From an optimization exercise on the open Yosys and OpenROAD flow, aimed at small area; shortcuts taken in it are not production practice.
Function was checked by simulation only, so behaviour that the tests miss may differ from the original.
Power is estimated from default activity; no workload was simulated.

== P ==
==> flow/design.v <==
`timescale 1ns/1ns
module ALU(
    input wire [31:0] a,
    input wire [31:0] b,
    input wire [6:0] alu_sel,
    output wire [31:0] result
);
    wire op_add = alu_sel[0];
    wire op_sub = alu_sel[1] | alu_sel[2];
    wire arith  = alu_sel[0] | alu_sel[1];
    wire op_slt = alu_sel[2];
    wire [3:0] lut;
    assign lut[0] = op_sub | alu_sel[6];                          
    assign lut[1] = op_add | alu_sel[4] | alu_sel[5];             
    assign lut[2] = op_add | alu_sel[4] | alu_sel[5];             
    assign lut[3] = op_sub | alu_sel[3] | alu_sel[4];             
    reg [31:0] p;
    integer k;
    always @(*)
        for (k = 0; k < 32; k = k + 1)
            p[k] = lut[{a[k], b[k]}];
    reg [31:0] G, P;
    integer i, s;
    always @(*) begin
        G = a;
        P = p;
        G[0] = p[0] ? op_sub : a[0];
        for (s = 1; s < 32; s = s * 2)
            for (i = 2*s - 1; i < 32; i = i + 2*s) begin
                G[i] = P[i] ? G[i-s] : G[i];
                P[i] = P[i] & P[i-s];
            end
        for (s = 8; s >= 1; s = s / 2)
            for (i = 3*s - 1; i < 32; i = i + 2*s) begin
                G[i] = P[i] ? G[i-s] : G[i];
                P[i] = P[i] & P[i-s];
            end
    end
    wire [31:0] c = {G[30:0], op_sub};
    wire cout = G[31];
    wire [31:0] r = (p & {32{~op_slt}}) ^ (c & {32{arith}});
    assign result = {r[31:1], op_slt ? ~cout : r[0]};
endmodule
`timescale 1ns/1ns
module ALUcontrol(
    input wire rtype,
    input wire [5:0] funct,
    output wire [6:0] alu_sel
);
    wire hi = rtype & (funct[5:4] == 2'b10);
    assign alu_sel[0] = hi & (funct[3:0] == 4'b0000);
    assign alu_sel[1] = hi & (funct[3:0] == 4'b0010);
    assign alu_sel[2] = hi & (funct[3:0] == 4'b1010);
    assign alu_sel[3] = hi & (funct[3:0] == 4'b0100);
    assign alu_sel[4] = hi & (funct[3:0] == 4'b0101);
    assign alu_sel[5] = hi & (funct[3:0] == 4'b0110);
    assign alu_sel[6] = hi & (funct[3:0] == 4'b0111);
endmodule
`timescale 1ns/1ns
module UnidadDeControl(
    input wire [5:0] opcode,
    output wire reg_write
);
    assign reg_write = (opcode == 6'b000000);
endmodule
`timescale 1ns/1ns
module BancoDeRegistros(
    input wire clk,
    input wire reset,
    input wire reg_write_enable,
    input wire [4:0] reg_read_addr_1,
    input wire [4:0] reg_read_addr_2,
    input wire [4:0] reg_write_addr,
    input wire [31:0] reg_write_data,
    output wire [31:0] reg_read_data_1,
    output wire [31:0] reg_read_data_2
);
    wire [991:0] qt;
    wire [30:0] sel1, sel2;
    genvar i, j;
    generate
        for (i = 1; i < 32; i = i + 1) begin : r
            reg [31:0] q;
            reg v;
            wire we = reg_write_enable & (reg_write_addr == i);
            always @(posedge clk)
                if (we) q <= reg_write_data;
            always @(posedge clk or posedge reset)
                if (reset) v <= 1'b0;
                else       v <= v | we;
            assign sel1[i-1] = v & (reg_read_addr_1 == i);
            assign sel2[i-1] = v & (reg_read_addr_2 == i);
            for (j = 0; j < 32; j = j + 1) begin : b
                assign qt[j*31 + i-1] = q[j];
            end
        end
        for (j = 0; j < 32; j = j + 1) begin : o
            ReadBit rb1(.q(qt[j*31 +: 31]), .s(sel1), .y(reg_read_data_1[j]));
            ReadBit rb2(.q(qt[j*31 +: 31]), .s(sel2), .y(reg_read_data_2[j]));
        end
    endgenerate
endmodule
module ReadBit(
    input wire [30:0] q,
    input wire [30:0] s,
    output wire y
);
    wire [10:0] t;
    genvar k;
    generate
        for (k = 0; k < 10; k = k + 1) begin : g
            SelOr3n u(.q(q[3*k +: 3]), .s(s[3*k +: 3]), .yn(t[k]));
        end
    endgenerate
    assign t[10] = ~(q[30] & s[30]);
    assign y = ~&t;
endmodule
module SelOr3n(
    input wire [2:0] q,
    input wire [2:0] s,
    output wire yn
);
    assign yn = ~((q[0] & s[0]) | (q[1] & s[1]) | (q[2] & s[2]));
endmodule
`timescale 1ns/1ns
module TopLevel(
    input wire clk,
    input wire reset,
    input wire [31:0] instruction,
    output wire [31:0] result
);
wire [5:0] opcode = instruction[31:26];
wire [4:0] rs = instruction[25:21];
wire [4:0] rt = instruction[20:16];
wire [4:0] rd = instruction[15:11];
wire [5:0] funct = instruction[5:0];
wire reg_write;
wire [6:0] alu_sel;
wire [31:0] reg_read_data_1, reg_read_data_2;
wire [31:0] alu_result;
    UnidadDeControl control_unit(
        .opcode(opcode),
        .reg_write(reg_write)
    );
    ALUcontrol alu_control_unit(
        .rtype(reg_write),
        .funct(funct),
        .alu_sel(alu_sel)
    );
    BancoDeRegistros register_file(
        .clk(clk),
        .reset(reset),
        .reg_write_enable(reg_write),
        .reg_read_addr_1(rs),
        .reg_read_addr_2(rt),
        .reg_write_addr(rd),
        .reg_write_data(alu_result),
        .reg_read_data_1(reg_read_data_1),
        .reg_read_data_2(reg_read_data_2)
    );
    ALU alu_unit(
        .a(reg_read_data_1),
        .b(reg_read_data_2),
        .alu_sel(alu_sel),
        .result(alu_result)
    );
    assign result = alu_result;
endmodule
clock: 9.5 ns
lec_check: 0
cap_margin: 0
core_margin: 2
core_utilization: 40
setup_slack_margin: 0.1
slew_margin: 0
synth_hierarchical: 1
standard.sh (not shown) runs the stock make flow with config.mk's settings and CLKGATE_MAP_FILE= SYNTH_SCRIPT=/design/flow/synth_recipe.tcl, a recipe that flattens the netlist after the stock synthesis.
==> flow/flow/run.sh <==
#!/bin/bash
# Layout flow: the standard ORFS flow (standard.sh, unchanged synthesis),
# with two settings of its own passed to ORFS:
#  - port buffers use buf_2 rather than the default delay buffer,
#  - clock tree: clkbuf_8 buffers on clusters of up to 14 sinks, no dummy
#    balancing loads.
# make's full output goes to flow_make.log; ORFS keeps each step's log
# under orfs/logs/.
set -uo pipefail
bash standard.sh \
  "BUFFER_PORTS_ARGS=-buffer_cell sky130_fd_sc_hd__buf_2" \
  "CTS_ARGS=-sink_clustering_enable -repair_clock_nets -dont_use_dummy_load -sink_clustering_size 14 -sink_clustering_max_diameter 50 -buf_list sky130_fd_sc_hd__clkbuf_8" \
  finish > flow_make.log 2>&1
## Diff of input files: Q against P
==> flow/flow/run.sh <==
#!/bin/bash
# Layout flow: the standard ORFS flow (standard.sh, unchanged synthesis),
# with two settings of its own passed to ORFS:
#  - port buffers use buf_2 rather than the default delay buffer,
#  - clock tree: larger sink clusters, no dummy balancing loads.
# make's full output goes to flow_make.log; ORFS keeps each step's log
# under orfs/logs/.
set -uo pipefail
bash standard.sh \
  "BUFFER_PORTS_ARGS=-buffer_cell sky130_fd_sc_hd__buf_2" \
  "CTS_ARGS=-sink_clustering_enable -repair_clock_nets -dont_use_dummy_load -sink_clustering_size 20 -sink_clustering_max_diameter 60 -buf_list sky130_fd_sc_hd__clkbuf_16" \
  finish > flow_make.log 2>&1
==> summary.txt <==
- Q consumes more power than P does.
- The lower routed length on met1 came out of P.
- Between Q and P, it is Q whose maximum frequency is lower, by 0.00053 GHz.
- | routed wire length | P vs Q | ≈ equal |
- Q ended with less sequential share of power than P.
- The higher area added between synthesis and finish came out of Q.
What R does differently from Q at the input level:
==> flow/flow/run.sh <==
#!/bin/bash
# Layout flow: the standard ORFS flow (standard.sh, unchanged synthesis),
# with two settings of its own passed to ORFS:
#  - port buffers use buf_2 rather than the default delay buffer,
#  - clock tree: clkbuf_8 buffers on clusters of up to 14 sinks, no dummy
#    balancing loads.
# make's full output goes to flow_make.log; ORFS keeps each step's log
# under orfs/logs/.
set -uo pipefail
bash standard.sh \
  "BUFFER_PORTS_ARGS=-buffer_cell sky130_fd_sc_hd__buf_2" \
  "CTS_ARGS=-sink_clustering_enable -repair_clock_nets -dont_use_dummy_load -sink_clustering_size 14 -sink_clustering_max_diameter 50 -buf_list sky130_fd_sc_hd__clkbuf_8" \
  finish > flow_make.log 2>&1
--- a/flow/config.mk
+++ b/flow/config.mk
@@ -8,5 +8,5 @@
 export CAP_MARGIN = 0
 export CORE_MARGIN = 2
-export CORE_UTILIZATION = 40
+export CORE_UTILIZATION = 55
 export SETUP_SLACK_MARGIN = 0.1
 export SLEW_MARGIN = 0
## What came out
Compared with Q, in R clock skew went up by 0.040 ns, via count went up by 506, number of tap cells inserted went down by about 26%.
Edits applied to the flow inputs when going from R to S:
--- a/flow/config.mk
+++ b/flow/config.mk
@@ -8,6 +8,7 @@
 export CAP_MARGIN = 0
 export CORE_MARGIN = 2
-export CORE_UTILIZATION = 55
-export SETUP_SLACK_MARGIN = 0.1
+export CORE_UTILIZATION = 65
+export PLACE_DENSITY = 0.72
+export SETUP_SLACK_MARGIN = 0.3
 export SLEW_MARGIN = 0
 export SYNTH_HIERARCHICAL = 1
==> comparison <==
- Compared with R, in S global-route wire length before repair went down; via count went up; chip height went down; synthesis-to-finish area growth went down; least setup slack across all paths after layout went up.

[afterwards: timing with drivers on the ports]
The results above use ideal ports. As a check the final layouts listed here were re-extracted and re-timed, cells and wires unchanged. Step 1 assumes that a clkbuf_16 drives the clock port and a buf_2 every other input. Step 2 times the ports against the registers' clock, not the clock port: input delays grow and output delays shrink by t, the midpoint of the rising clock arrivals with the driver on. a / b / c = ideal ports / drivers / drivers and shift; a / b = the first two.
run	t (ns)	slack for setup (ns)	hold slack, ns	clock arrival spread, ns	slew at the worst register clock pin (ns)
P	0.839	0.165 / 0.075 / 0.075	0.483 / 0.483 / 0.483	0.099 / 0.099	0.09 / 0.09
Q	0.720	0.119 / 0.054 / 0.054	0.485 / 0.485 / 0.485	0.079 / 0.079	0.08 / 0.08
R	0.782	0.216 / 0.196 / 0.196	0.489 / 0.489 / 0.489	0.119 / 0.118	0.09 / 0.09
S	0.763	0.281 / 0.208 / 0.208	0.492 / 0.492 / 0.492	0.146 / 0.145	0.10 / 0.10
After both steps every run listed still meets setup and hold. The setup slack of P, which loses most, moves by -0.090 ns with the drivers and by -0.090 ns with both steps.
